This design comes from an exercise in tuning for small area, a short achievable clock period and few clock cycles per item on the open sky130 flow, not from production work. Only simulation tests tie the RTL to the original design; equivalence was not proved.

==> flow/design.v <==
module absdiff (
	input  wire [30:0] x,
	input  wire [30:0] y,
	output wire [30:0] d,
	output wire        xgty,
	output wire        xeqy
);
localparam N = 31;
localparam L = 5;
wire [N-1:0] p0 = ~(x ^ y);
wire [N-1:0] g0 = x & ~y;
reg [N-1:0] G;
reg [N-1:0] P;
reg [N-1:0] c;
integer l, i;
always @* begin
	G = g0;
	P = p0;
	for (l = 0; l < L; l = l + 1)
		for (i = 0; i < N; i = i + 1)
			if ((i + 1) % (2 << l) == 0) begin
				G[i] = G[i] | (P[i] & G[i - (1 << l)]);
				P[i] = P[i] & P[i - (1 << l)];
			end
	for (l = L - 2; l >= 0; l = l - 1)
		for (i = 0; i < N; i = i + 1)
			if ((i + 1) % (2 << l) == (1 << l) && i >= (2 << l)) begin
				G[i] = G[i] | (P[i] & G[i - (1 << l)]);
				P[i] = P[i] & P[i - (1 << l)];
			end
	c[0] = G[N-1];
	for (i = 1; i < N; i = i + 1)
		c[i] = G[i-1] | (P[i-1] & G[N-1]);
end
wire gall = G[N-1];
assign d    = p0 ^ c ^ {N{~gall}};
assign xgty = gall;
assign xeqy = P[N-1];
endmodule
module top(
		input wire [31:0] opa,
		input wire [31:0] opb,
		input wire start,
		input wire rst,
		input wire clk,
		output reg done,
		output reg [31:0] result
);
reg        busy;
reg        zf;      
reg        zbp;     
reg        gy;      
reg        gx;      
reg  [4:0] k;
reg [31:0] a;
reg [31:0] b;
wire        xgty;
wire        xeqy;
wire [30:0] dh;
wire [30:0] xh = a[31:1] & {31{gx}};
wire [30:0] yh = b[31:1] & {31{gy}};
absdiff u_absdiff(.x(xh), .y(yh), .d(dh), .xgty(xgty), .xeqy(xeqy));
wire eqt = xeqy & a[0] & b[0];
wire b1  = (b == 32'd1);    
wire fin = zf | eqt | b1;
wire kz  = (k == 5'd0);
always @* begin
	done   = busy & fin & kz;
	result = b;
end
wire accept = start & (~busy | done);
wire [2:0] tz = xh[2:0] ^ yh[2:0];
reg  [30:0] ds;
always @* begin
	if (tz[0])      ds = dh;
	else if (tz[1]) ds = {1'b0, dh[30:1]};
	else if (tz[2]) ds = {2'b0, dh[30:2]};
	else            ds = {3'b0, dh[30:3]};
end
wire opaz = (opa == 32'd0);
wire opbz = (opb == 32'd0);
reg  [4:0] kin;
wire [31:0] oab = opa | opb;
integer i;
always @* begin
	kin = 5'd0;
	for (i = 31; i >= 0; i = i - 1)
		if (oab[i]) kin = i[4:0];
	if (opaz || opbz) kin = 5'd0;
end
always @(posedge clk or negedge rst) begin
	if (~rst) begin
		busy <= 1'b0;
	end else begin
		busy <= start | (busy & ~done);
	end
end
wire zfn = accept ? opaz : (fin | zbp);
wire an0 = accept ? opa[0] : ((|tz) | dh[3]);
wire bn0 = accept ? opb[0] : (~fin & (xgty ? b[0] : a[0]));
always @(posedge clk) begin
	zf  <= zfn;
	gy  <= (an0 | ~bn0) & ~zfn;
	gx  <= bn0;
	zbp <= accept & opbz;
	if (accept) begin
		a <= opa;
		b <= opb;
		k <= kin;
	end else begin
		a <= {1'b0, ds};
		if (fin) begin
			b <= {b[30:0], 1'b0};
			k <= k - 5'd1;
		end else if (~xgty)
			b <= a;
	end
end
endmodule
==> flow/flow/run.sh <==
#!/bin/bash
# Standard layout, with plain buf_1 cells as the port buffers.
set -euo pipefail
export BUFFER_PORTS_ARGS="-buffer_cell sky130_fd_sc_hd__buf_1"
bash standard.sh > standard.log 2>&1
==> flow/standard.sh <==
#!/bin/bash
# synth_recipe.tcl (not shown) runs the flow's synth.tcl, then flattens the netlist and writes it again
# the make line also repeats each setting of config.mk as NAME=value (left out here)
make -C /OpenROAD-flow-scripts/flow DESIGN_CONFIG=/design/flow/config.mk WORK_HOME=/design/flow/orfs CLKGATE_MAP_FILE= SYNTH_SCRIPT=/design/flow/synth_recipe.tcl "${@:-finish}"
==> flow/config.mk <==
export PLATFORM = sky130hd
export DESIGN_NAME = top
export DESIGN_NICKNAME = top
export VERILOG_FILES = /design/flow/design.v
export SDC_FILE = /design/flow/constraint.sdc
export NUM_CORES = 4
export LEC_CHECK = 0
export CAP_MARGIN = 20
export CORE_MARGIN = 2
export CORE_UTILIZATION = 40
export PLACE_DENSITY = 0.7
export SETUP_SLACK_MARGIN = 2.9
export SLEW_MARGIN = 20
==> flow/constraint.sdc <==
create_clock -name core_clock -period 7.0 [get_ports {clk}]
set_input_delay 1.4000 -clock core_clock [delete_from_list [all_inputs] [get_ports {clk}]]
set_output_delay 1.4000 -clock core_clock [all_outputs]
set_load 0.01 [all_outputs]
==> results.cfg, run 1 <==
[global_routing]
track_usage_pct = 28.3
antenna_found_initial = 0
first_global_vias = 7131
grt_max_degree = 53
grt_pass1_wl_um = 39600
overflow = 0

[sta]
hold_viol_final = 0
worstMarginPinSlew_ns = 0.888
slew_violations = 0
fin_crit_ns = 4.05
fin_skew_ns = 0.00641
rsz0062_at_grt = no
tns_ns = 0
finalCritPeriodShare_pct = 57.8
setup_slack_ns = 2.95
final-setup-viol-count = 0
slew_headroom_pct = 40.3
max_freq_mhz = 247

[clock_network]
cts_hold_buf = 0
ctsLongestPathBuffers = 2
cts-buffers-inserted = 9
insertion_delay_ns = 0.34
cts_root_buf = clkbuf_16
cts_tree = yes
cts.sinks = 74
clk_pin_slew_worst_paths_ns = 0.06
htree_levels = 3

[synthesis]
synth_edf_count = 37
ys_seq_area_share_pct = 27.4
yosys_register_bits = 74
synth_ff_type = edfxtp_1
async_flop_share_pct = 1.35
synth_warnings = 2
synth.distinct_cells = 78
syn_avg_cell_area_um2 = 8.06
synth_nets = 938
synth_cells = 839
syn_area_um2 = 6770

[final_layout]
synthToLayoutAreaGrowth_pct = 20.7
stdcell_count = 1167
drive_above_1_share_pct = 11.3
layout_commonest_cell = nand2_1
fin_nets = 1041
final_cell_mix = nand2_1 (118), buf_1 (98), o21ai_0 (68)
antenna_cells = 0
utilization_pct = 49.2

[setup_path]
cp.required_ns = 5.60
critPathCaptureType = output port
path_class = register to output port
worst_setup_path_start_kind = register
cp_max_fo = 15
arrival_ns = 2.65

[run]
max_cap_viol_count = 0

[placement]
gp_congestion = 0.995
dp_cells = 1124
port_buffers = 99
hpwl_um = 18900
pre_cts_ws_ns = 1.92

[floorplanning]
rows = 47
die_w_um = 134
die_area_um2 = 18000
start_util_pct = 40.8
die_y_um = 134
pin_count = 100
coreArea_um2 = 16600

[drt]
antenna_left = 0
vias = 7569
drc = 0
post_drt_wl_per_cell_um = 22.7
avgViaCountPerCell = 6.49
routed_wl_um = 26500
firstDrtPassIters = 7
drt_iter0_drc = 1121

[run_status]
outcome = finished clean

[worst_hold_path]
hold_path_class = register to register
[area by class of cell]
class | instances | area (um2)
multi-input combinational | 712 | 4930
clock inverter | 6 | 63.8
fill | 1606 | 8420
tap | 220 | 275
sequential | 74 | 1860
timing repair buffer | 129 | 722
clock buffer | 10 | 250
inverter | 16 | 60.1
[synthesized netlist by cell type, drive strengths merged (16+ instances only)]
cell type  instances  area (um2)
a21oi             51         267
and2              35         219
buf               16         124
clkbuf            23        86.3
dfxtp             36         721
edfxtp            37        1110
ha                32         400
mux2i             37         370
nand2            120         458
nor2              63         236
nor3              16        96.4
nor4              36         231
o21ai             75         398
o22ai             23         144
xnor2             44         408
[sequential cells by signal (all words and copies together) (netlist names)]
name  flops
gx        1
busy      1
a        32
zbp       1
zf        1
k         5
gy        1
b        32
[metrics by stage]
stage                     hold WS [ns]  area, um2
after global placement           0.458       7260
final                            0.489       8170
after global routing             0.533       8170
after CTS                        0.486       7980
after detailed placement         0.480       7260
after floorplan                  0.437       6770
[path summary, 6_finish.rpt]
path | start | endpoint | slack, ns | depth (start not counted)
setup / recovery | gx | done | 2.95 | 10
hold / removal | zbp | zf | 0.49 | 2
setup reg to reg | gx | a[0] | 3.03 | 13
hold reg to reg | zbp | zf | 0.49 | 2
max in group asynchronous | rst | busy | 6.09 | 1
min in group asynchronous | rst | busy | 0.82 | 1
[cells by family after synthesis]
| kind of cell | synth area share (%) |
|---|---|
| adder cells (fa/ha/maj) | 5.92 |
| multiplexers | 5.64 |
| XOR/XNOR | 7.06 |
| AND/OR/NAND/NOR | 23.9 |
| buffers and inverters | 3.99 |
| AO/OA/AOI/OAI | 26.1 |
| flip-flops | 27.4 |
[metal layers]
layer / vias to the layer above / track usage, % / wire [um] / part of all wire, %
met4: 0 / 12.2 / 1260 / 4.8
met1: 3503 / 38.3 / 10500 / 39
met2: 575 / 43.6 / 11600 / 44
met3: 103 / 6.20 / 3190 / 12
li1: 3388 / - / - / -
met5: - / 0 / 0 / 0
[worst max-delay path, cell delays in order, from the launching register on]
cell,delay (ns)
dfxtp_4,0.39
buf_6,0.16
and2_1,0.18
ha_4,0.31
nand4_1,0.20
nor4_4,0.29
buf_4,0.17
a31oi_4,0.12
buf_12,0.16
nor3b_2,0.16
buf_2,0.15
[repair_timing]
action                     in CTS  in global routing
setup endpoints to repair     109                 47
pin swaps                       6                  7
gates resized for setup        31                 16
setup buffers                  14                  9
cloned                          2                  2
Testbench counts, summed over its fixed seeds: cycles 51,745, items 2,400.
==> run 2: changes to the inputs <==
--- a/flow/config.mk
+++ b/flow/config.mk
@@ -7,7 +7,6 @@
 export LEC_CHECK = 0
 export CAP_MARGIN = 20
 export CORE_MARGIN = 2
-export CORE_UTILIZATION = 40
-export PLACE_DENSITY = 0.7
+export CORE_UTILIZATION = 30
 export SETUP_SLACK_MARGIN = 2.9
 export SLEW_MARGIN = 20
==> run 2 against run 1 <==
Effect of this change: synthesized cell count did not move; worst hold slack improved by 0.054 ns; first-iteration DRC count shrank 14%; worst setup slack lost 0.0045 ns; die area increased by 32%.
==> results.cfg, run 2 <==
[floorplanning]
die_y_um = 154
rows = 54
pin_count = 100
coreArea_um2 = 22000
die_w_um = 154
die_area_um2 = 23800
start_util_pct = 30.8

[synthesis]
synth_ff_type = edfxtp_1
yosys_register_bits = 74
syn_avg_cell_area_um2 = 8.06
synth.distinct_cells = 78
synth_top_area_share_pct = 16.4
synth_nets = 938
synth.area.top_cells = edfxtp_1 (16%), dfxtp_1 (11%), nand2_1 (6.6%), ha_1 (5.9%), mux2i_1 (5.5%)
async_flop_share_pct = 1.35
synth_top_area_cell = edfxtp_1
ys_seq_area_share_pct = 27.4
synth_edf_count = 37
syn_area_um2 = 6770
synth_warnings = 2
yosysMostFrequentCell = nand2_1
synth_top_cells_by_count = nand2_1 (119), o21ai_0 (68), nor2_1 (63), a21oi_1 (48), xnor2_1 (41)
synth_cells = 839

[sta]
fin_skew_ns = 0.00663
worstMarginPinSlew_ns = 0.807
fin_crit_ns = 4.05
rsz0062_at_grt = yes
finalCritPeriodShare_pct = 57.9
final-setup-viol-count = 0
slew_violations = 0
fin_hold_ws_ns = 0.543
hold_viol_final = 0
slew_headroom_pct = 45.7
tns_ns = 0
max_freq_mhz = 247

[final_layout]
antenna_cells = 0
drive_above_1_share_pct = 9.82
final_cell_mix = nand2_1 (119), buf_1 (98), o21ai_0 (68)
fin_nets = 1031
fillers = 2259
layout_commonest_cell = nand2_1
top_regs = a x32, b x32, k x5
synthToLayoutAreaGrowth_pct = 18.9

[drt]
wl_met2_um = 11700
drc = 0
m1WireLength_um = 11400
avgViaCountPerCell = 6.04
dr.max_layer_used = met4
dr_wl_met3_um = 2540
post_drt_wl_per_cell_um = 21.7
drt_iter0_drc = 966
vias = 7347
antenna_left = 0
routed_wl_um = 26400
firstDrtPassIters = 7

[worst_hold_path]
hold_path.startpoint = zbp
min_to = zf
hold_path_class = register to register
min_path_cells = 2

[setup_path]
critPathCaptureType = output port
r2r_setup_slack_ns = 3.11
cp_max_fo = 17
worstRegToRegCells = 13
path_class = register to output port
r2r-end = a[27]
r2r_start = gx
crit_slowest_cell = dfxtp_4
arrival_ns = 2.65
path_cells = buf_6, and2_1, ha_4, nand4_1, buf_4, nor4_4, a31oi_4, buf_12, nor3b_2, buf_2
max_stage_delay_ns = 0.41
cp.required_ns = 5.60
worst_setup_path_start_kind = register

[global_routing]
track_usage_pct = 21.1
first_global_vias = 6649
grt_pass1_wl_um = 39100
overflow = 0
grt_max_degree = 50
antenna_found_initial = 0

[clock_network]
cts_hold_buf = 0
cts-buffers-inserted = 9
cts.sinks = 74
ctsLongestPathBuffers = 2
cts_root_buf = clkbuf_16
cts_tree = yes
clk_pin_slew_worst_paths_ns = 0.06
htree_levels = 3
insertion_delay_ns = 0.34

[placement]
gp_congestion = 0.973
hpwl_um = 19900
port_buffers = 99

[run_status]
outcome = finished clean

[run]
max_cap_viol_count = 0
[run 2: metal layers]
layer	GRT usage, %	vias to the layer above
li1	-	3351
met1	30.2	3461
met2	32.9	483
met3	3.08	52
met4	6.50	0
met5	0	-
[run 2: area by class of cell]
cell class              instances  area (um2)  area share [%]
well taps                     280         350            4.35
flip-flops and latches         74        1860            23.2
repair buffers                120         606            7.53
multi-input cells             711        4850            60.3
inverters                      16        60.1           0.746
clock inverters                 6        82.6            1.03
clock buffers                  10         229            2.85
[run 2: worst max-delay path by stage]
stage,start,cells past startpoint,endpoint
detailed placement,gx,11,b[17]
finish,gx,10,done
global placement,gy,11,b[18]
CTS,gx,9,done
floorplan,gy,11,done
global route,gx,10,done
[run 2: critical path, delay by kind of cell (launching register included)]
kind	cells	cell delay, ns
fa+ha+maj	1	0.30
compound gates	1	0.15
flops	1	0.41
buf+inv	4	0.64
simple gates	4	0.78
[run 2: cells by family (layout without fill, tap and decap cells)]
family	Yosys count	count (layout)	synth area share, %
compound gates	263	264	26.1
xor+xnor	52	52	7.06
fa+ha+maj	32	32	5.92
buf+inv	55	152	3.99
flops	74	74	27.4
mux	38	38	5.64
simple gates	325	325	23.9
[run 2: metrics by stage]
step	setup WS [ns]	std cells	utilization (%)	area, um2
4_1_cts	2.86	1210	35.7	7830
3_3_place_gp	2.19	1185	33.4	7340
6_report	2.95	1217	36.6	8050
3_5_place_dp	2.03	1185	33.4	7340
5_1_grt	2.86	1217	36.6	8050
2_1_floorplan	2.94	839	-	6770
[run 2: repair_timing]
item / CTS / global route
endpoints found under the setup margin: 108 / 45
setup buffers: 8 / 5
gates resized for setup: 19 / 26
cloned: 1 / 2
pin swaps: 5 / 7
==> run 3: changes to the inputs <==
--- a/flow/config.mk
+++ b/flow/config.mk
@@ -7,6 +7,6 @@
 export LEC_CHECK = 0
 export CAP_MARGIN = 20
 export CORE_MARGIN = 2
-export CORE_UTILIZATION = 30
-export SETUP_SLACK_MARGIN = 2.9
+export CORE_UTILIZATION = 40
+export SETUP_SLACK_MARGIN = 2.6
 export SLEW_MARGIN = 20
==> run 3 against run 2 <==
Effect of this change: critical path depth fell by 1; critical path type unchanged; first-iteration DRC count increased by 0.21%; count of clock-buffer cells in the layout increased by 2; worst setup slack worse by 0.21 ns; global-route usage is 6.3 points higher; highest routed layer unchanged.
==> results.cfg, run 3 <==
[run_status]
outcome = finished clean

[final_layout]
design_area_um2 = 7680
regArea_um2 = 1860
drive_above_1_share_pct = 6.39
top_regs = a x32, b x32, k x5
fin_nets = 1017
multi_input_comb_area_um2 = 4700
synthToLayoutAreaGrowth_pct = 13.5
final_cell_mix = nand2_1 (119), buf_1 (99), o21ai_0 (68)
layout_commonest_cell = nand2_1
fillers = 1702
antenna_cells = 0

[synthesis]
synth_nets = 938
synth_warnings = 2
synthXorXnorAreaFrac_pct = 7.06
synth_compound_area_share_pct = 26.1
synth.distinct_cells = 78
ys_seq_area_share_pct = 27.4
synth_top_area_share_pct = 16.4
synthSimpleGateAreaFrac_pct = 23.9
syn_area_um2 = 6770
synth_top_cells_by_count = nand2_1 (119), o21ai_0 (68), nor2_1 (63), a21oi_1 (48), xnor2_1 (41)
synth_fa_ha_area_share_pct = 5.92
synth_top_area_cell = edfxtp_1
async_flop_share_pct = 1.35
synth_ff_type = edfxtp_1
synth_top_family_by_area = compound AO/OA/AOI/OAI gates
synth.area.top_cells = edfxtp_1 (16%), dfxtp_1 (11%), nand2_1 (6.6%), ha_1 (5.9%), mux2i_1 (5.5%)
yosys_register_bits = 74
synth_edf_count = 37
yosysMostFrequentCell = nand2_1
synth_cells = 839
syn_avg_cell_area_um2 = 8.06
synthMuxAreaShare_pct = 5.64

[drt]
wl_met2_um = 10300
m1WireLength_um = 11300
avgViaCountPerCell = 6.23
routed_wl_um = 24800
dr.max_layer_used = met4
post_drt_wl_per_cell_um = 21.7
drc = 0
vias = 7121
drt_iter0_drc = 968
antenna_left = 0
firstDrtPassIters = 6
dr_wl_met3_um = 2280

[global_routing]
grt_pass1_wl_um = 38200
antenna_found_initial = 0
grt_max_degree = 55
track_usage_pct = 27.4
overflow = 0
first_global_vias = 6650

[sta]
slew_violations = 0
hold_viol_final = 0
finalCritPeriodShare_pct = 60.8
tns_ns = 0
max_freq_mhz = 235
fin_skew_ns = 0.00747
fin_crit_ns = 4.26
worstMarginPinSlew_ns = 0.834
slew_headroom_pct = 44.4
final-setup-viol-count = 0
setup_slack_ns = 2.74
rsz0062_at_grt = no

[setup_path]
worst_setup_path_start_kind = register
path_class = register to output port
critPathCaptureType = output port
cp.required_ns = 5.60
startpoint = gy
arrival_ns = 2.86
r2r_start = gy
cp_max_fo = 31

[floorplanning]
pin_count = 100
start_util_pct = 40.8
die_y_um = 134
rows = 47
coreArea_um2 = 16600
die_area_um2 = 18000
die_w_um = 134

[placement]
port_buffers = 99
placed_area_um2 = 7250
hpwl_um = 19100
gp_congestion = 0.968
pre_cts_ws_ns = 2.18

[worst_hold_path]
hold_path_class = register to register
hold_path.startpoint = zbp

[clock_network]
cts.sinks = 74
cts_tree = yes
ctsLongestPathBuffers = 2
cts_hold_buf = 0
insertion_delay_ns = 0.34
clk_pin_slew_worst_paths_ns = 0.06
cts-buffers-inserted = 9
htree_levels = 3
cts_root_buf = clkbuf_16

[run]
max_cap_viol_count = 0
==> run 3: repair_timing <==
item / CTS / global route
buffers inserted: 0 / 4
resized for setup: 8 / 3
gates cloned: 0 / 0
endpoints found under the setup margin: 69 / 61
pin swaps: 1 / 4
==> run 3: worst paths after layout <==
| check | cells after the start | endpoint | slack [ns] |
|---|---|---|---|
| setup / recovery | 9 | done | 2.74 |
| hold / removal | 2 | zf | 0.52 |
| setup reg to reg | 12 | a[18] | 2.81 |
| hold reg to reg | 2 | zf | 0.52 |
| max in group asynchronous | 1 | busy | 6.09 |
| min in group asynchronous | 1 | busy | 0.81 |
==> run 3: worst max-delay path, stage by stage (launching register included) <==
cell,delay (ns)
dfxtp_1,0.32
buf_6,0.25
nand2_1,0.11
ha_1,0.45
nand4_2,0.21
or2_4,0.31
nor3_4,0.24
a31oi_4,0.17
nor3b_1,0.27
buf_1,0.18
==> run 3: final cells by class <==
class | instances | share of cell area (%)
clock buffers | 12 | 3.21
multi-input cells | 710 | 61.2
repair buffers | 107 | 5.67
clock inverters | 4 | 1.29
well taps | 220 | 3.58
inverters | 16 | 0.782
flip-flops and latches | 74 | 24.2
==> run 3: per-stage QoR <==
| step | cells | hold WS [ns] | util, % |
|---|---|---|---|
| 2_1_floorplan | 839 | 0.437 | - |
| 3_3_place_gp | 1123 | 0.495 | 43.7 |
| 3_5_place_dp | 1123 | 0.511 | 43.7 |
| 4_1_cts | 1139 | 0.519 | 46.0 |
| 5_1_grt | 1143 | 0.539 | 46.3 |
| 6_report | 1143 | 0.525 | 46.3 |
==> run 3: routing by layer <==
| metal | global-route usage (%) | vias to the layer above |
|---|---|---|
| li1 | - | 3334 |
| met1 | 40.8 | 3335 |
| met2 | 39.7 | 386 |
| met3 | 5.03 | 66 |
| met4 | 9.24 | 0 |
| met5 | 0 | - |
==> run 3: kinds of logic (layout without fill, tap and decap cells) <==
logic type                 Yosys count  after routing
AOI/OAI and AO/OA                  263            263
buffers and inverters               55            139
and+or+nand+nor                    325            325
xor gates and xnor gates            52             52
DFF                                 74             74
muxes                               38             38
adders and majority gates           32             32
==> run 4: changes to the inputs <==
--- a/flow/config.mk
+++ b/flow/config.mk
@@ -8,5 +8,5 @@
 export CAP_MARGIN = 20
 export CORE_MARGIN = 2
 export CORE_UTILIZATION = 40
-export SETUP_SLACK_MARGIN = 2.6
+export SETUP_SLACK_MARGIN = 3.0
 export SLEW_MARGIN = 20
==> run 4 against run 3 <==
Effect of this change: clock skew is essentially flat; critical path type unchanged; non-clock buffer count grew 26; wire length grew 7.3%; via count grew 4.4%; critical path depth grew 2; global-route usage grew 0.69 points; register-to-register slack gained 0.22 ns; cell count grew 2.4%; maximum frequency grew 4.7%.
==> results.cfg, run 4 <==
[global_routing]
antenna_found_initial = 0
track_usage_pct = 28.1
first_global_vias = 6779
grt_pass1_wl_um = 38800
grt_max_degree = 56
overflow = 0

[sta]
final-setup-viol-count = 0
finalCritPeriodShare_pct = 58.1
slew_violations = 0
fin_skew_ns = 0.00736
slew_headroom_pct = 47.9
hold_viol_final = 0
worstMarginPinSlew_ns = 0.774
fin_hold_ws_ns = 0.504
rsz0062_at_grt = yes
fin_crit_ns = 4.07
max_freq_mhz = 246
tns_ns = 0
setup_slack_ns = 2.93

[run_status]
outcome = finished clean

[clock_network]
clk_pin_slew_worst_paths_ns = 0.06
cts-buffers-inserted = 9
insertion_delay_ns = 0.34
cts_tree = yes
cts.sinks = 74
htree_levels = 3
ctsLongestPathBuffers = 2
cts_hold_buf = 0
cts_root_buf = clkbuf_16

[final_layout]
fillers = 1681
synthToLayoutAreaGrowth_pct = 22.0
utilization_pct = 49.8
drive_above_1_share_pct = 12.1
design_area_um2 = 8260
layout_commonest_cell = nand2_1
antenna_cells = 0
final_cell_mix = nand2_1 (119), buf_1 (98), o21ai_0 (68)
top_regs = a x32, b x32, k x5
fin_nets = 1044
multi_input_comb_area_um2 = 4960
regArea_um2 = 1860
stdcell_count = 1170

[setup_path]
critPathCaptureType = output port
cp.required_ns = 5.60
path_class = register to output port
cp_max_fo = 8
worst_setup_path_start_kind = register
arrival_ns = 2.67

[worst_hold_path]
hold_path_class = register to register

[synthesis]
async_flop_share_pct = 1.35
synth_top_area_share_pct = 16.4
synth_warnings = 2
syn_avg_cell_area_um2 = 8.06
synth_top_area_cell = edfxtp_1
synth_top_cells_by_count = nand2_1 (119), o21ai_0 (68), nor2_1 (63), a21oi_1 (48), xnor2_1 (41)
synth.area.top_cells = edfxtp_1 (16%), dfxtp_1 (11%), nand2_1 (6.6%), ha_1 (5.9%), mux2i_1 (5.5%)
synth_ff_type = edfxtp_1
syn_area_um2 = 6770
yosysMostFrequentCell = nand2_1
synth_nets = 938
synth_cells = 839
yosys_register_bits = 74
ys_seq_area_share_pct = 27.4
synth.distinct_cells = 78
synth_edf_count = 37

[floorplanning]
coreArea_um2 = 16600
pin_count = 100
rows = 47
die_area_um2 = 18000
start_util_pct = 40.8
die_w_um = 134
die_y_um = 134

[placement]
dp_cells = 1125
port_buffers = 99
hpwl_um = 19200
pre_cts_ws_ns = 1.80
gp_congestion = 0.963
placed_area_um2 = 7270

[drt]
drc = 0
firstDrtPassIters = 6
post_drt_wl_per_cell_um = 22.7
avgViaCountPerCell = 6.36
antenna_left = 0
drt_iter0_drc = 1087
routed_wl_um = 26600
vias = 7437

[run]
max_cap_viol_count = 0
run 4: changes by cell type in the layout (fill, tap and decap cells not counted), moves of 3 or more:
cell,change
ha_1,-13
ha_4,+10
xor2_2,+3
clkbuf_16,+3
buf_4,+18
buf_12,+4
xor2_1,-3
ha_2,+3
run 4: cells by family (layout without fill, tap and decap cells):
group / after synthesis / after routing / share of synthesized area [%]
simple gates: 325 / 325 / 23.9
xor+xnor: 52 / 52 / 7.06
fa+ha+maj: 32 / 32 / 5.92
flops: 74 / 74 / 27.4
compound gates: 263 / 264 / 26.1
buf+inv: 55 / 165 / 3.99
mux: 38 / 38 / 5.64
run 4: what timing repair did:
action                                  4_1_cts  5_1_grt
endpoints found under the setup margin      109       25
gates cloned                                  2        3
pin swaps                                     5       14
hold endpoints to repair                      0        0
buffers inserted                              9       15
gates resized for setup                      23       34
run 4: path summary, 6_finish.rpt:
path | slack, ns | endpoint | depth (start not counted) | start
max in group asynchronous | 6.09 | busy | 1 | rst
min in group asynchronous | 0.81 | busy | 1 | rst
worst min-delay path | 0.50 | zf | 2 | zbp
worst max register to register | 3.03 | a[12] | 14 | gx
worst min register to register | 0.50 | zf | 2 | zbp
worst max-delay path | 2.93 | done | 11 | gx
run 4: area by class of cell:
cell class / count / share of cell area (%)
clock inverter: 5 / 0.818
multi-input combinational: 711 / 60.1
inverter: 16 / 0.727
timing repair buffer: 133 / 9.29
tap: 220 / 3.33
sequential: 74 / 22.6
clock buffer: 11 / 3.20
run 4: critical path, cell delays in order, from the launching register on:
cell and delay, ns:
dfxtp_4 0.39, buf_12 0.16, and2_4 0.15, ha_4 0.28, buf_12 0.10, nand4_1 0.14
or2_4 0.31, nor3_4 0.20, a31oi_4 0.13, buf_12 0.15, nor3b_4 0.16, buf_2 0.16
run 4: layer usage:
layer,global-route usage (%),share of wire [%]
met1,41.0,43
met4,9.71,4.0
met5,0,0
met3,6.31,11
met2,40.7,42
==> run 5: changes to the inputs <==
--- a/flow/config.mk
+++ b/flow/config.mk
@@ -8,5 +8,5 @@
 export CAP_MARGIN = 20
 export CORE_MARGIN = 2
 export CORE_UTILIZATION = 40
-export SETUP_SLACK_MARGIN = 3.0
+export SETUP_SLACK_MARGIN = 3.1
 export SLEW_MARGIN = 20
==> run 5 against run 4 <==
Effect of this change: synthesized cell count stayed put; sequential share of layout area is 0.43 points lower; die area stayed put; flip-flop and latch count stayed put; first-iteration DRC count is 13% lower; clock skew hardly changed; register-to-register slack better by 0.21 ns; worst setup slack better by 0.063 ns; critical path depth is 2 lower; global-route usage is 1.2 points higher; cell count is 0.77% higher; critical path type unchanged; highest routed layer unchanged.
==> results.cfg, run 5 <==
[run_status]
outcome = finished clean

[global_routing]
grt_max_degree = 59
track_usage_pct = 29.3
grt_pass1_wl_um = 40400
antenna_found_initial = 0
first_global_vias = 6845
overflow = 0

[worst_hold_path]
min_to = zf
min_path_cells = 2
hold_path.startpoint = zbp
hold_path_class = register to register

[drt]
drc = 0
firstDrtPassIters = 7
routed_wl_um = 26900
avgViaCountPerCell = 6.30
antenna_left = 0
post_drt_wl_per_cell_um = 22.8
drt_iter0_drc = 949
vias = 7428

[final_layout]
final_cell_mix = nand2_1 (119), buf_1 (98), o21ai_0 (68)
top_regs = a x32, b x32, k x5
fillers = 1644
drive_above_1_share_pct = 13.1
antenna_cells = 0
stdcell_count = 1179
layout_commonest_cell = nand2_1
fin_nets = 1053
synthToLayoutAreaGrowth_pct = 24.4

[clock_network]
cts_root_buf = clkbuf_16
cts_tree = yes
cts-buffers-inserted = 9
htree_levels = 3
ctsLongestPathBuffers = 2
cts.sinks = 74
clk_pin_slew_worst_paths_ns = 0.06
cts_hold_buf = 0
insertion_delay_ns = 0.34

[run]
max_cap_viol_count = 0

[synthesis]
synth_ff_type = edfxtp_1
synth_nets = 938
async_flop_share_pct = 1.35
yosysMostFrequentCell = nand2_1
synth.area.top_cells = edfxtp_1 (16%), dfxtp_1 (11%), nand2_1 (6.6%), ha_1 (5.9%), mux2i_1 (5.5%)
ys_seq_area_share_pct = 27.4
synth_edf_count = 37
synth_top_area_cell = edfxtp_1
synth_top_area_share_pct = 16.4
synth.distinct_cells = 78
syn_avg_cell_area_um2 = 8.06
synth_warnings = 2
yosys_register_bits = 74
synth_cells = 839
syn_area_um2 = 6770
synth_top_cells_by_count = nand2_1 (119), o21ai_0 (68), nor2_1 (63), a21oi_1 (48), xnor2_1 (41)

[sta]
fin_hold_ws_ns = 0.530
slew_headroom_pct = 49.9
fin_skew_ns = 0.00737
max_freq_mhz = 250
slew_violations = 0
fin_crit_ns = 4.01
hold_viol_final = 0
tns_ns = 0
setup_slack_ns = 2.99
finalCritPeriodShare_pct = 57.2
worstMarginPinSlew_ns = 0.745
rsz0062_at_grt = yes
final-setup-viol-count = 0

[placement]
hpwl_um = 19000
pre_cts_ws_ns = 1.83
dp_cells = 1123
port_buffers = 99
gp_congestion = 0.969

[setup_path]
critPathCaptureType = output port
r2r_start = gx
cp.required_ns = 5.60
path_class = register to output port
r2r-end = a[8]
worstRegToRegCells = 12
r2r_setup_slack_ns = 3.24
cp_max_fo = 8
worst_setup_path_start_kind = register
path_cells = buf_6, and2_1, ha_4, nand4_1, nor4_4, a31oi_4, buf_12, nor3b_4, buf_2
max_stage_delay_ns = 0.42
arrival_ns = 2.61
crit_slowest_cell = nor4_4

[floorplanning]
die_y_um = 134
die_w_um = 134
rows = 47
coreArea_um2 = 16600
start_util_pct = 40.8
die_area_um2 = 18000
pin_count = 100
-- run 5: cell counts after synthesis --
Identical to the previous run, type by type.
-- run 5: worst max-delay path by stage --
stage | start | endpoint | depth (start not counted)
after global placement | gy | done | 9
after detailed placement | gy | done | 9
after CTS | gx | done | 9
final | gx | done | 9
after floorplan | gy | done | 9
after global routing | gy | done | 9
-- run 5: timing repair --
item | in CTS | in global routing
pin swaps | 10 | 23
buffers inserted | 17 | 19
resized for setup | 37 | 32
endpoints found under the setup margin | 109 | 34
cloned | 4 | 0
-- run 5: metal layers --
layer	global-route usage [%]	wire length [um]
met4	9.36	854
met1	43.3	11700
met5	0	0
met2	43.4	11600
met3	4.69	2750
-- run 5: worst max-delay path, delay by kind of cell (launching register included) --
kind,cells,cell delay [ns]
buf+inv,3,0.47
simple gates,4,0.96
compound gates,1,0.16
flops,1,0.38
fa+ha+maj,1,0.30
-- run 5: kinds of logic (layout without fill, tap and decap cells) --
group	after synthesis	after routing	share of synthesized area, %
and+or+nand+nor	325	325	23.9
AOI/OAI and AO/OA	263	265	26.1
DFF	74	74	27.4
buffers and inverters	55	173	3.99
xor gates and xnor gates	52	52	7.06
muxes	38	38	5.64
adders and majority gates	32	32	5.92
-- run 5: final cells by class --
class                      count  area [um2]  area share, %
inverter                      16        60.1          0.713
multi-input combinational    712        5080           60.3
timing repair buffer         141         806           9.57
tap                          220         275           3.27
sequential                    74        1860           22.1
clock inverter                 4        98.8           1.17
clock buffer                  12         236           2.81
-- run 5: metrics by stage --
step / area [um2] / util [%]
after floorplan: 6770 / -
after global placement: 7250 / 43.7
after detailed placement: 7250 / 43.7
after CTS: 8090 / 48.8
after global routing: 8420 / 50.8
final: 8420 / 50.8
==> run 6: changes to the inputs <==
--- a/flow/config.mk
+++ b/flow/config.mk
@@ -8,5 +8,5 @@
 export CAP_MARGIN = 20
 export CORE_MARGIN = 2
 export CORE_UTILIZATION = 40
-export SETUP_SLACK_MARGIN = 3.1
+export SETUP_SLACK_MARGIN = 2.95
 export SLEW_MARGIN = 20
==> run 6 against run 5 <==
Effect of this change: synthesized area is the same; sequential share of layout area rose by 0.57 points; critical path type unchanged; worst hold slack got worse by 0.026 ns; cell area shrank 2.5%; worst setup slack got worse by 0.051 ns; critical endpoint unchanged; maximum frequency fell by 1.3%; highest routed layer unchanged.
==> results.cfg, run 6 <==
[run_status]
outcome = finished clean

[clock_network]
cts_hold_buf = 0
insertion_delay_ns = 0.34
ctsLongestPathBuffers = 2
htree_levels = 3
cts_root_buf = clkbuf_16
cts_tree = yes
cts-buffers-inserted = 9
cts.sinks = 74
clk_pin_slew_worst_paths_ns = 0.06

[sta]
fin_skew_ns = 0.00834
slew_headroom_pct = 45.9
rsz0062_at_grt = yes
slew_violations = 0
tns_ns = 0
fin_crit_ns = 4.06
hold_viol_final = 0
setup_slack_ns = 2.94
finalCritPeriodShare_pct = 57.9
final-setup-viol-count = 0
worstMarginPinSlew_ns = 0.804
max_freq_mhz = 247

[final_layout]
layout_commonest_cell = nand2_1
drive_above_1_share_pct = 11.4
top_regs = a x32, b x32, k x5
fillers = 1685
synthToLayoutAreaGrowth_pct = 21.3
fin_nets = 1043
antenna_cells = 0
final_cell_mix = nand2_1 (119), buf_1 (98), o21ai_0 (68)

[drt]
drt_iter0_drc = 873
avgViaCountPerCell = 6.26
post_drt_wl_per_cell_um = 22.4
routed_wl_um = 26200
drc = 0
firstDrtPassIters = 5
antenna_left = 0
vias = 7318

[synthesis]
syn_avg_cell_area_um2 = 8.06
synth_top_area_cell = edfxtp_1
synth.distinct_cells = 78
synth_top_area_share_pct = 16.4
synth_nets = 938
synth_edf_count = 37
synth_cells = 839
yosysMostFrequentCell = nand2_1
yosys_register_bits = 74
ys_seq_area_share_pct = 27.4
synth_top_cells_by_count = nand2_1 (119), o21ai_0 (68), nor2_1 (63), a21oi_1 (48), xnor2_1 (41)
synth.area.top_cells = edfxtp_1 (16%), dfxtp_1 (11%), nand2_1 (6.6%), ha_1 (5.9%), mux2i_1 (5.5%)
async_flop_share_pct = 1.35
synth_warnings = 2
synth_ff_type = edfxtp_1
syn_area_um2 = 6770

[global_routing]
overflow = 0
grt_max_degree = 56
antenna_found_initial = 0
grt_pass1_wl_um = 38800
first_global_vias = 6779
track_usage_pct = 28.1

[setup_path]
critPathTopFamily = simple AND/OR/NAND/NOR gates
path_class = register to output port
cp_max_fo = 8
arrival_ns = 2.66
crit_buf_inv = 4
worst_setup_path_start_kind = register
path_cells = buf_12, and2_4, ha_4, buf_12, nand4_1, or2_4, nor3_4, a31oi_4, buf_12, nor3b_4, buf_2
path_common_cell = buf_12
cp.required_ns = 5.60
max_stage_delay_ns = 0.39
crit_slowest_cell = dfxtp_4
critPathCaptureType = output port

[floorplanning]
coreArea_um2 = 16600
pin_count = 100
die_area_um2 = 18000
die_w_um = 134
rows = 47
die_y_um = 134
start_util_pct = 40.8

[worst_hold_path]
hold_path_class = register to register

[placement]
gp_congestion = 0.963
pre_cts_ws_ns = 1.80
port_buffers = 99
hpwl_um = 19200

[run]
max_cap_viol_count = 0
[run 6: cell counts after synthesis]
No cell type changed its count.
[run 6: path summary, 6_finish.rpt]
check	start	slack [ns]	cells past startpoint	endpoint
min	zbp	0.50	2	zf
min reg2reg	zbp	0.50	2	zf
max in group asynchronous	rst	6.09	1	busy
min in group asynchronous	rst	0.81	1	busy
max reg2reg	gx	3.02	13	a[18]
max	gx	2.94	11	done
[run 6: kinds of logic after synthesis]
| logic type | share of synthesized area, % |
|---|---|
| AO/OA/AOI/OAI | 26.1 |
| XOR/XNOR | 7.06 |
| adder cells (fa/ha/maj) | 5.92 |
| buffers and inverters | 3.99 |
| flip-flops | 27.4 |
| multiplexers | 5.64 |
| AND/OR/NAND/NOR | 23.9 |
[run 6: routing by layer]
layer	GRT usage (%)	vias to the layer above	wire (um)
met5	0	-	0
met4	9.71	0	1010
met3	6.31	64	2740
met2	40.7	445	11200
met1	41.0	3432	11300
li1	-	3377	-
[run 6: final cells by class]
class	count	area (um2)	share of cell area, %
Clock inverter	5	67.6	0.823
Inverter	16	60.1	0.732
Clock buffer	11	264	3.22
Multi-Input combinational cell	710	4910	59.8
Tap cell	220	275	3.35
Timing Repair Buffer	133	767	9.35
Sequential cell	74	1860	22.7
[run 6: stage by stage]
step | util, % | hold slack [ns] | area [um2] | std cells
global placement | 43.8 | 0.492 | 7270 | 1125
detailed placement | 43.8 | 0.495 | 7270 | 1125
CTS | 47.4 | 0.503 | 7870 | 1152
global route | 49.5 | 0.533 | 8210 | 1169
finish | 49.5 | 0.504 | 8210 | 1169
floorplan | - | 0.437 | 6770 | 839
[run 6: what timing repair did]
item                       in CTS  in global routing
cloned                          2                  2
gates resized for setup        23                 27
buffers inserted                9                 15
setup endpoints to repair     108                 16
pin swaps                       5                 13
[run 6: worst min-delay path: stages, from the launching register on]
cell,delay [ns]
dfxtp_1,0.30
inv_1,0.04
a31oi_1,0.11
==> run 7: changes to the inputs <==
--- a/flow/config.mk
+++ b/flow/config.mk
@@ -8,5 +8,5 @@
 export CAP_MARGIN = 20
 export CORE_MARGIN = 2
 export CORE_UTILIZATION = 40
-export SETUP_SLACK_MARGIN = 2.95
+export SETUP_SLACK_MARGIN = 2.85
 export SLEW_MARGIN = 20
==> run 7 against run 6 <==
Effect of this change: via count is 0.22% higher; flip-flop and latch count stayed put; worst hold slack improved by 0.016 ns; count of clock-buffer cells in the layout up 1; global-route usage down 0.44 points; wire length is 2.8% lower; cell count shrank 0.94%; largest cell class unchanged; synthesized cell count unchanged; critical path depth is 2 lower.
==> results.cfg, run 7 <==
[run_status]
outcome = finished clean

[floorplanning]
die_w_um = 134
die_area_um2 = 18000
rows = 47
start_util_pct = 40.8
die_y_um = 134
pin_count = 100
coreArea_um2 = 16600

[global_routing]
overflow = 0
grt_max_degree = 55
grt_pass1_wl_um = 38600
first_global_vias = 6725
track_usage_pct = 27.6
antenna_found_initial = 0

[sta]
setup_slack_ns = 2.94
fin_skew_ns = 0.00708
finalCritPeriodShare_pct = 58.1
slew_headroom_pct = 50.1
worstMarginPinSlew_ns = 0.742
rsz0062_at_grt = no
hold_viol_final = 0
max_freq_mhz = 246
fin_crit_ns = 4.06
slew_violations = 0
final-setup-viol-count = 0
tns_ns = 0

[synthesis]
yosysMostFrequentCell = nand2_1
synth_ff_type = edfxtp_1
ys_seq_area_share_pct = 27.4
syn_avg_cell_area_um2 = 8.06
synth_cells = 839
syn_area_um2 = 6770
async_flop_share_pct = 1.35
synth_top_area_share_pct = 16.4
yosys_register_bits = 74
synth.distinct_cells = 78
synth_edf_count = 37
synth.area.top_cells = edfxtp_1 (16%), dfxtp_1 (11%), nand2_1 (6.6%), ha_1 (5.9%), mux2i_1 (5.5%)
synth_warnings = 2
synth_top_cells_by_count = nand2_1 (119), o21ai_0 (68), nor2_1 (63), a21oi_1 (48), xnor2_1 (41)
synth_nets = 938
synth_top_area_cell = edfxtp_1

[final_layout]
final_cell_mix = nand2_1 (119), buf_1 (99), o21ai_0 (68)
drive_above_1_share_pct = 8.85
design_area_um2 = 7890
fin_nets = 1032
synthToLayoutAreaGrowth_pct = 16.7
utilization_pct = 47.6
top_regs = a x32, b x32, k x5
layout_commonest_cell = nand2_1
antenna_cells = 0

[drt]
dr_wl_met3_um = 2530
avgViaCountPerCell = 6.33
vias = 7334
routed_wl_um = 25500
post_drt_wl_per_cell_um = 22.0
drc = 0
dr.max_layer_used = met4
m1WireLength_um = 11400
firstDrtPassIters = 6
wl_met2_um = 10700
drt_iter0_drc = 1041
antenna_left = 0

[setup_path]
critPathTopFamily = simple AND/OR/NAND/NOR gates
crit_slowest_cell = ha_2
cp_max_fo = 31
max_stage_delay_ns = 0.39
worst_setup_path_start_kind = register
arrival_ns = 2.66
critPathCaptureType = output port
path_class = register to output port
cp.required_ns = 5.60
crit_buf_inv = 2
path_cells = buf_12, nand2_1, ha_2, nand4_1, or2_4, nor3_4, a31oi_4, nor3b_2, buf_1
r2r_setup_slack_ns = 3.05

[clock_network]
htree_levels = 3
cts_root_buf = clkbuf_16
cts-buffers-inserted = 9
cts_hold_buf = 0
ctsLongestPathBuffers = 2
cts_tree = yes
cts.sinks = 74
clk_pin_slew_worst_paths_ns = 0.06
insertion_delay_ns = 0.34

[placement]
gp_congestion = 0.968
placed_area_um2 = 7250
pre_cts_ws_ns = 2.18
hpwl_um = 19100
port_buffers = 99

[worst_hold_path]
hold_path_class = register to register

[run]
max_cap_viol_count = 0
[run 7: metal layers]
metal | track usage (%) | vias to the layer above
met5 | 0 | -
met4 | 9.24 | 0
li1 | - | 3359
met3 | 5.10 | 68
met2 | 40.3 | 443
met1 | 40.9 | 3464
[run 7: layout make-up]
cell class / count / area (um2)
inverters: 16 / 60.1
clock inverters: 4 / 98.8
multi-input cells: 711 / 4800
clock buffers: 12 / 246
flip-flops and latches: 74 / 1860
well taps: 220 / 275
repair buffers: 121 / 549
fillers: 1683 / 8690
[run 7: worst reg2reg max path: stages (launching register included)]
cell and delay [ns]:
dfxtp_4 0.52, and2_1 0.22, ha_1 0.30, a21o_1 0.22, a31oi_1 0.38, o2bb2ai_2 0.17, o21ai_2 0.41, a31o_4 0.49
xnor2_1 0.14, xnor2_1 0.41, o22ai_1 0.13, a221oi_1 0.43
[run 7: path summary, 6_finish.rpt]
path,from,endpoint,cells past startpoint
max in group asynchronous,rst,busy,1
min reg2reg,zbp,zf,2
min,zbp,zf,2
max,gy,done,9
max reg2reg,gx,a[18],11
min in group asynchronous,rst,busy,1
[run 7: kinds of logic (layout without fill, tap and decap cells)]
kind of cell             count (synthesis)  after routing  share of synthesized area, %
multiplexers                            38             38                          5.64
AO/OA/AOI/OAI                          263            264                          26.1
flip-flops                              74             74                          27.4
adder cells (fa/ha/maj)                 32             32                          5.92
XOR/XNOR                                52             52                          7.06
buffers and inverters                   55            153                          3.99
AND/OR/NAND/NOR                        325            325                          23.9
[run 7: repair_timing]
item	CTS	global route
setup buffers	7	11
setup endpoints to repair	102	43
gates cloned	0	1
hold endpoints to repair	0	0
resized for setup	15	13
pin swaps	7	5
[run 7: through the flow]
step | cells | hold slack [ns]
floorplan | 839 | 0.437
global placement | 1123 | 0.495
detailed placement | 1123 | 0.511
CTS | 1146 | 0.519
global route | 1158 | 0.539
finish | 1158 | 0.520
==> run 8: changes to the inputs <==
--- a/flow/config.mk
+++ b/flow/config.mk
@@ -8,5 +8,6 @@
 export CAP_MARGIN = 20
 export CORE_MARGIN = 2
 export CORE_UTILIZATION = 40
+export CTS_BUF_LIST = sky130_fd_sc_hd__clkbuf_8
 export SETUP_SLACK_MARGIN = 2.85
 export SLEW_MARGIN = 20
==> run 8 against run 7 <==
Effect of this change: worst hold slack better by 0.0019 ns; global-route usage down 0.18 points; utilization down 0.53 points; synthesized cell count unchanged; first-iteration DRC count up 17%; via count down 1.0%; count of clock-buffer cells in the layout down 2; worst setup slack worse by 0.042 ns; sequential share of layout area up 0.31 points; critical path type unchanged; still clean; non-clock buffer count down 1.
==> results.cfg, run 8 <==
[synthesis]
syn_avg_cell_area_um2 = 8.06
synth_top_area_cell = edfxtp_1
synthXorXnorAreaFrac_pct = 7.06
syn_area_um2 = 6770
synth_warnings = 2
synth_cells = 839
synth_top_family_by_area = compound AO/OA/AOI/OAI gates
synthSimpleGateAreaFrac_pct = 23.9
ys_seq_area_share_pct = 27.4
synth_top_cells_by_count = nand2_1 (119), o21ai_0 (68), nor2_1 (63), a21oi_1 (48), xnor2_1 (41)
synth_ff_type = edfxtp_1
synth_edf_count = 37
synthMuxAreaShare_pct = 5.64
synth_fa_ha_area_share_pct = 5.92
yosys_register_bits = 74
synth.area.top_cells = edfxtp_1 (16%), dfxtp_1 (11%), nand2_1 (6.6%), ha_1 (5.9%), mux2i_1 (5.5%)
synth_nets = 938
async_flop_share_pct = 1.35
yosysMostFrequentCell = nand2_1
synth_compound_area_share_pct = 26.1
synth.distinct_cells = 78
synth_top_area_share_pct = 16.4

[global_routing]
grt_pass1_wl_um = 38300
track_usage_pct = 27.5
first_global_vias = 6666
grt_max_degree = 55
antenna_found_initial = 0
overflow = 0

[final_layout]
top_regs = a x32, b x32, k x5
layout_commonest_cell = nand2_1
drive_above_1_share_pct = 8.96
fillers = 1689
antenna_cells = 0
final_cell_mix = nand2_1 (119), buf_1 (99), o21ai_0 (68)
fin_nets = 1031
synthToLayoutAreaGrowth_pct = 15.4
stdcell_count = 1157

[placement]
dp_cells = 1123
hpwl_um = 19100
port_buffers = 99
gp_congestion = 0.968

[floorplanning]
pin_count = 100
coreArea_um2 = 16600
start_util_pct = 40.8
die_area_um2 = 18000
die_w_um = 134
rows = 47
die_y_um = 134

[clock_network]
insertion_delay_ns = 0.37
cts.sinks = 74
cts_tree = yes
clk_pin_slew_worst_paths_ns = 0.08
htree_levels = 3
ctsLongestPathBuffers = 2
cts_hold_buf = 0
cts_root_buf = clkbuf_8
cts-buffers-inserted = 9

[drt]
firstDrtPassIters = 8
post_drt_wl_per_cell_um = 22.2
routed_wl_um = 25600
drc = 0
antenna_left = 0
drt_iter0_drc = 1215
vias = 7260
avgViaCountPerCell = 6.27

[worst_hold_path]
hold_path_class = register to register

[setup_path]
path_class = register to output port
arrival_ns = 2.71
critPathCaptureType = output port
worst_setup_path_start_kind = register
cp_max_fo = 16
cp.required_ns = 5.60

[sta]
tns_ns = 0
slew_headroom_pct = 50.8
fin_crit_ns = 4.11
fin_skew_ns = 0.00969
final-setup-viol-count = 0
finalCritPeriodShare_pct = 58.7
hold_viol_final = 0
worstMarginPinSlew_ns = 0.732
fin_hold_ws_ns = 0.522
slew_violations = 0
rsz0062_at_grt = no
max_freq_mhz = 244

[run]
max_cap_viol_count = 0

[run_status]
outcome = finished clean
-- run 8: cells by family after synthesis --
kind of cell / after synthesis
compound gates: 263
xor+xnor: 52
fa+ha+maj: 32
buf+inv: 55
flops: 74
mux: 38
simple gates: 325
-- run 8: timing repair --
| action | CTS | global route |
|---|---|---|
| buffers inserted | 6 | 10 |
| pin swaps | 5 | 6 |
| endpoints found under the setup margin | 102 | 42 |
| cloned | 0 | 2 |
| resized for setup | 16 | 15 |
-- run 8: layer usage --
layer / up-vias / GRT usage, % / part of all wire [%]
met5: - / 0 / 0
met4: 0 / 9.24 / 3.4
met1: 3411 / 41.1 / 45
li1: 3355 / - / -
met3: 69 / 4.42 / 9.2
met2: 425 / 40.0 / 42
-- run 8: critical path: stages (launching register included) --
cell,delay [ns]
dfxtp_4,0.41
buf_12,0.16
nand2_1,0.07
ha_2,0.39
nand4_1,0.16
or2_4,0.31
nor3_4,0.23
a31oi_4,0.18
nor3b_2,0.24
buf_1,0.17
-- run 8: per-stage QoR --
step	area (um2)	worst slack, ns	util, %
after global placement	7250	2.30	43.7
after global routing	7810	2.85	47.1
final	7810	2.89	47.1
after floorplan	6770	2.94	-
after detailed placement	7250	2.18	43.7
after CTS	7610	2.89	45.9
-- run 8: layout make-up --
| type | count | area [um2] | area share (%) |
|---|---|---|---|
| multi-input cells | 711 | 4800 | 61.5 |
| flip-flops and latches | 74 | 1860 | 23.9 |
| repair buffers | 120 | 559 | 7.16 |
| well taps | 220 | 275 | 3.53 |
| clock buffers | 10 | 138 | 1.76 |
| clock inverters | 6 | 106 | 1.36 |
| inverters | 16 | 60.1 | 0.769 |
-- run 8: path summary, 6_finish.rpt --
check                      from  endpoint  slack (ns)  depth (start not counted)
hold reg to reg             zbp        zf        0.52                          2
setup / recovery             gy      done        2.89                          9
hold / removal              zbp        zf        0.52                          2
min in group asynchronous   rst      busy        0.78                          1
setup reg to reg             gy     a[18]        3.08                         12
max in group asynchronous   rst      busy        6.12                          1
==> run 9: changes to the inputs <==
--- a/flow/design.v
+++ b/flow/design.v
@@ -50,14 +50,13 @@
 reg        zf;      
 reg        zbp;     
 reg        gy;      
-reg        gx;      
 reg  [4:0] k;
 reg [31:0] a;
 reg [31:0] b;
 wire        xgty;
 wire        xeqy;
 wire [30:0] dh;
-wire [30:0] xh = a[31:1] & {31{gx}};
+wire [30:0] xh = a[31:1] & {31{b[0]}};
 wire [30:0] yh = b[31:1] & {31{gy}};
 absdiff u_absdiff(.x(xh), .y(yh), .d(dh), .xgty(xgty), .xeqy(xeqy));
 wire eqt = xeqy & a[0] & b[0];
@@ -101,7 +100,6 @@
 always @(posedge clk) begin
 	zf  <= zfn;
 	gy  <= (an0 | ~bn0) & ~zfn;
-	gx  <= bn0;
 	zbp <= accept & opbz;
 	if (accept) begin
 		a <= opa;
--- a/flow/config.mk
+++ b/flow/config.mk
@@ -8,6 +8,5 @@
 export CAP_MARGIN = 20
 export CORE_MARGIN = 2
 export CORE_UTILIZATION = 40
-export CTS_BUF_LIST = sky130_fd_sc_hd__clkbuf_8
-export SETUP_SLACK_MARGIN = 2.85
+export SETUP_SLACK_MARGIN = 2.7
 export SLEW_MARGIN = 20
==> run 9 against run 8 <==
Effect of this change: critical path depth up 1; synthesized area down 1.1%; non-clock buffer count up 3; worst hold slack better by 0.044 ns; utilization up 0.31 points; cell count up 0.61%; via count down 2.1%; critical path type unchanged; largest cell class unchanged.
==> results.cfg, run 9 <==
[clock_network]
clk_pin_slew_worst_paths_ns = 0.06
cts_tree = yes
cts_root_buf = clkbuf_16
cts_hold_buf = 0
cts.sinks = 73
htree_levels = 3
cts-buffers-inserted = 9
insertion_delay_ns = 0.34
ctsLongestPathBuffers = 2

[run_status]
outcome = finished clean

[synthesis]
synth_edf_count = 37
synth_ff_type = edfxtp_1
synth_top_area_share_pct = 16.6
yosysMostFrequentCell = nand2_1
syn_avg_cell_area_um2 = 7.94
synth.area.top_cells = edfxtp_1 (17%), dfxtp_1 (10%), nand2_1 (7.4%), mux2i_1 (6.4%), ha_1 (6.0%)
synth.distinct_cells = 71
synth_top_area_cell = edfxtp_1
synth_top_cells_by_count = nand2_1 (132), o21ai_0 (71), nor2_1 (63), a21oi_1 (50), mux2i_1 (43)
yosys_register_bits = 73
ys_seq_area_share_pct = 27.4
synth_warnings = 2
synth_cells = 843
synth_nets = 942
async_flop_share_pct = 1.37
syn_area_um2 = 6690

[floorplanning]
rows = 47
die_area_um2 = 17800
pin_count = 100
die_y_um = 133
die_w_um = 133
coreArea_um2 = 16500
start_util_pct = 40.6

[setup_path]
path_depth = 10
max_stage_delay_ns = 0.42
worst_setup_path_start_kind = register
cp.required_ns = 5.60
worstRegToRegCells = 12
path_cells = buf_4, clkbuf_16, and2_1, ha_1, nand4_1, nor2_4, and4_4, o21ai_2, nor2_1, clkbuf_2
crit_slowest_cell = edfxtp_1
path_class = register to output port
arrival_ns = 2.84
critPathTopFamily = simple AND/OR/NAND/NOR gates
crit_buf_inv = 3
critPathCaptureType = output port
cp_max_fo = 18

[sta]
fin_skew_ns = 0.00832
slew_violations = 0
hold_viol_final = 0
tns_ns = 0
setup_slack_ns = 2.76
final-setup-viol-count = 0
rsz0062_at_grt = yes
finalCritPeriodShare_pct = 60.5
slew_headroom_pct = 44.0
max_freq_mhz = 236
worstMarginPinSlew_ns = 0.838
fin_crit_ns = 4.24

[drt]
drt_iter0_drc = 863
drc = 0
post_drt_wl_per_cell_um = 21.5
vias = 7108
firstDrtPassIters = 6
avgViaCountPerCell = 6.11
antenna_left = 0
routed_wl_um = 25100

[global_routing]
track_usage_pct = 27.1
grt_pass1_wl_um = 37300
overflow = 0
antenna_found_initial = 0
grt_max_degree = 93
first_global_vias = 6461

[placement]
port_buffers = 99
pre_cts_ws_ns = 2.04
hpwl_um = 18600
gp_congestion = 0.915

[final_layout]
top_regs = a x32, b x32, k x5
layout_commonest_cell = nand2_1
fin_nets = 1037
final_cell_mix = nand2_1 (132), buf_1 (98), o21ai_0 (71)
drive_above_1_share_pct = 8.59
fillers = 1728
synthToLayoutAreaGrowth_pct = 16.6

[run]
max_cap_viol_count = 0

[worst_hold_path]
hold_path_class = register to register
min_path_cells = 2
==> run 9: logic make-up after synthesis <==
family                   after synthesis  share of synthesized area (%)
AO/OA/AOI/OAI                        251                           24.2
XOR/XNOR                              50                           6.99
adder cells (fa/ha/maj)               32                           5.98
buffers and inverters                 49                           3.33
flip-flops                            73                           27.4
multiplexers                          48                           7.52
AND/OR/NAND/NOR                      340                           24.6
==> run 9: area by class of cell <==
cell class / instances / area (um2) / area share [%]
multi-input cells: 721 / 4720 / 60.5
flip-flops and latches: 73 / 1840 / 23.6
repair buffers: 123 / 621 / 7.96
well taps: 220 / 275 / 3.53
clock buffers: 10 / 239 / 3.06
clock inverters: 6 / 66.3 / 0.850
inverters: 10 / 37.5 / 0.481
diodes: 1 / 2.50 / 0.0321
==> run 9: worst paths after layout <==
kind	startpoint	to	slack [ns]
setup / recovery	b[0]	done	2.76
hold / removal	zbp	zf	0.57
setup reg to reg	b[0]	b[28]	2.90
hold reg to reg	zbp	zf	0.57
max in group asynchronous	rst	busy	6.08
min in group asynchronous	rst	busy	0.82
==> run 9: timing repair <==
item | in CTS | in global routing
endpoints found under the setup margin | 102 | 34
setup buffers | 4 | 11
pin swaps | 4 | 7
gates resized for setup | 8 | 20
cloned | 0 | 2
==> run 9: per-stage QoR <==
stage	instance area (um2)	hold WS [ns]	utilization, %	cells
CTS	7590	0.581	46.1	1150
global route	7800	0.585	47.4	1163
finish	7800	0.567	47.4	1164
detailed placement	7220	0.565	43.9	1130
global placement	7220	0.569	43.9	1130
floorplan	6690	0.522	-	843
==> run 9: worst min-delay path, cell delays in order (launching register included) <==
cell     delay (ns)
dfxtp_1        0.31
nor3_1         0.04
a21oi_1        0.17
==> run 9: routing by layer <==
metal  track usage (%)  routed length, um  vias to the layer above
met4              7.57                621                        0
met2              40.3              10700                      385
met3              3.84               2480                       49
met5                 0                  0                        -
li1                  -                  -                     3367
met1              40.7              11200                     3307
Testbench counts of run 9, summed over its fixed seeds: cycles 51,745, items 2,400.
==> run 10: changes to the inputs <==
--- a/flow/config.mk
+++ b/flow/config.mk
@@ -8,5 +8,5 @@
 export CAP_MARGIN = 20
 export CORE_MARGIN = 2
 export CORE_UTILIZATION = 40
-export SETUP_SLACK_MARGIN = 2.7
+export SETUP_SLACK_MARGIN = 2.5
 export SLEW_MARGIN = 20
==> run 10 against run 9 <==
Effect of this change: flip-flop and latch count unchanged; critical path type unchanged; maximum frequency down 2.9%; die area did not move; wire length down 2.6%; utilization decreased by 1.1 points.
==> results.cfg, run 10 <==
[clock_network]
clk_pin_slew_worst_paths_ns = 0.06
cts.sinks = 73
cts_hold_buf = 0
cts_tree = yes
insertion_delay_ns = 0.34
ctsLongestPathBuffers = 2
cts_root_buf = clkbuf_16
htree_levels = 3
cts-buffers-inserted = 9

[drt]
routed_wl_um = 24400
post_drt_wl_per_cell_um = 21.2
antenna_left = 0
vias = 7076
drt_iter0_drc = 880
avgViaCountPerCell = 6.14
drc = 0
firstDrtPassIters = 7

[final_layout]
drive_above_1_share_pct = 6.76
top_regs = a x32, b x32, k x5
layout_commonest_cell = nand2_1
final_cell_mix = nand2_1 (132), buf_1 (99), o21ai_0 (71)
fin_nets = 1026
synthToLayoutAreaGrowth_pct = 13.8

[floorplanning]
pin_count = 100
rows = 47
die_w_um = 133
die_y_um = 133
start_util_pct = 40.6
coreArea_um2 = 16500
die_area_um2 = 17800

[setup_path]
critPathCaptureType = output port
arrival_ns = 2.96
cp_max_fo = 36
cp.required_ns = 5.60
worstRegToRegCells = 11
path_class = register to output port
worst_setup_path_start_kind = register

[synthesis]
synth_warnings = 2
synth_top_cells_by_count = nand2_1 (132), o21ai_0 (71), nor2_1 (63), a21oi_1 (50), mux2i_1 (43)
synth_ff_type = edfxtp_1
synth_top_area_cell = edfxtp_1
synth_nets = 942
yosys_register_bits = 73
yosysMostFrequentCell = nand2_1
async_flop_share_pct = 1.37
synth_top_area_share_pct = 16.6
ys_seq_area_share_pct = 27.4
syn_area_um2 = 6690
synth_cells = 843
syn_avg_cell_area_um2 = 7.94
synth.distinct_cells = 71
synth.area.top_cells = edfxtp_1 (17%), dfxtp_1 (10%), nand2_1 (7.4%), mux2i_1 (6.4%), ha_1 (6.0%)
synth_edf_count = 37

[sta]
finalCritPeriodShare_pct = 62.3
slew_headroom_pct = 41.7
setup_slack_ns = 2.64
max_freq_mhz = 229
fin_skew_ns = 0.00825
final-setup-viol-count = 0
rsz0062_at_grt = no
worstMarginPinSlew_ns = 0.871
fin_crit_ns = 4.36
slew_violations = 0
hold_viol_final = 0
tns_ns = 0

[worst_hold_path]
hold_path_class = register to register
min_path_cells = 2

[placement]
hpwl_um = 18600
port_buffers = 99
pre_cts_ws_ns = 2.04
gp_congestion = 0.915

[run]
max_cap_viol_count = 0

[global_routing]
grt_max_degree = 93
grt_pass1_wl_um = 37200
first_global_vias = 6449
overflow = 0
track_usage_pct = 27.0
antenna_found_initial = 0

[run_status]
outcome = finished clean
-- run 10: cell counts after synthesis --
No cell type changed its count.
-- run 10: final timing paths --
path                       start  slack [ns]     to
hold reg to reg              zbp        0.58     zf
setup / recovery            b[0]        2.64   done
min in group asynchronous    rst        0.81   busy
hold / removal               zbp        0.58     zf
setup reg to reg            b[0]        2.82  b[28]
max in group asynchronous    rst        6.08   busy
-- run 10: repair_timing --
action                                  CTS  global route
setup buffers                             2             4
endpoints found under the setup margin   80            50
gates resized for setup                   6             5
pin swaps                                 2             3
-- run 10: kinds of logic after synthesis --
kind of cell	synth area share [%]
flops	27.4
buf+inv	3.33
compound gates	24.2
xor+xnor	6.99
fa+ha+maj	5.98
simple gates	24.6
mux	7.52
-- run 10: worst max-delay path, stage by stage, from the launching register on --
cell and delay, ns:
edfxtp_1 0.35, buf_4 0.23, and2_1 0.20, ha_1 0.41
nand4_1 0.29, nor4_4 0.37, and4_4 0.34, o21ai_2 0.11
nor2_1 0.12, buf_1 0.18
-- run 10: layout make-up --
type | count | area [um2]
antenna | 1 | 2.50
clock buffer | 10 | 239
clock inverter | 6 | 66.3
fill | 1754 | 8850
inverter | 10 | 37.5
multi-input combinational | 721 | 4680
sequential | 73 | 1840
tap | 220 | 275
timing repair buffer | 112 | 473
-- run 10: routing by layer --
metal | GRT usage, % | routed length [um]
met1 | 40.6 | 11100
met2 | 40.2 | 10400
met3 | 3.84 | 2350
met4 | 7.57 | 522
met5 | 0 | 0
-- run 10: metrics by stage --
| step | std cells | hold WS [ns] | instance area (um2) | utilization (%) |
|---|---|---|---|---|
| finish | 1153 | 0.580 | 7610 | 46.2 |
| global route | 1152 | 0.590 | 7610 | 46.2 |
| CTS | 1148 | 0.581 | 7570 | 46.0 |
| detailed placement | 1130 | 0.565 | 7220 | 43.9 |
| global placement | 1130 | 0.569 | 7220 | 43.9 |
| floorplan | 843 | 0.522 | 6690 | - |

## port drivers added, routing unchanged
How much do the figures lean on ideal ports? The routed layouts below were timed once more, with nothing changed but the port constraints.
Step 1 assumes that a clkbuf_16 drives the clock port and a buf_2 every other input.
Step 2, shift: input delay + t, output delay - t, t = (earliest + latest rising clock arrival at the registers) / 2. This alone moves slack from input paths to output paths.
Three values: ideal, step 1, step 2; two values: the first two.
| run | shift t [ns] | setup WS [ns] | hold slack, ns | latest minus earliest clock arrival (ns) | worst slew at a driven data input, ns |
|---|---|---|---|---|---|
| run 1 | 0.378 | 2.953 / 2.912 / 3.033 | 0.489 / 0.489 / 0.489 | 0.007 / 0.006 | 0.04 |
| run 2 | 0.377 | 2.948 / 2.908 / 3.108 | 0.543 / 0.543 / 0.543 | 0.007 / 0.006 | 0.04 |
| run 3 | 0.378 | 2.742 / 2.702 / 2.814 | 0.525 / 0.525 / 0.525 | 0.007 / 0.008 | 0.04 |
| run 4 | 0.383 | 2.932 / 2.889 / 3.034 | 0.504 / 0.504 / 0.504 | 0.007 / 0.007 | 0.04 |
| run 5 | 0.382 | 2.995 / 2.951 / 3.242 | 0.530 / 0.530 / 0.530 | 0.007 / 0.007 | 0.03 |
| run 6 | 0.382 | 2.944 / 2.901 / 3.023 | 0.504 / 0.504 / 0.504 | 0.009 / 0.008 | 0.04 |
| run 7 | 0.378 | 2.936 / 2.895 / 3.052 | 0.520 / 0.520 / 0.520 | 0.007 / 0.007 | 0.04 |
| run 8 | 0.399 | 2.894 / 2.858 / 3.076 | 0.522 / 0.522 / 0.522 | 0.010 / 0.010 | 0.04 |
| run 9 | 0.382 | 2.762 / 2.719 / 2.899 | 0.567 / 0.567 / 0.567 | 0.009 / 0.008 | 0.04 |
| run 10 | 0.384 | 2.636 / 2.592 / 2.816 | 0.580 / 0.580 / 0.580 | 0.008 / 0.008 | 0.04 |
After both steps every run listed still meets setup and hold.
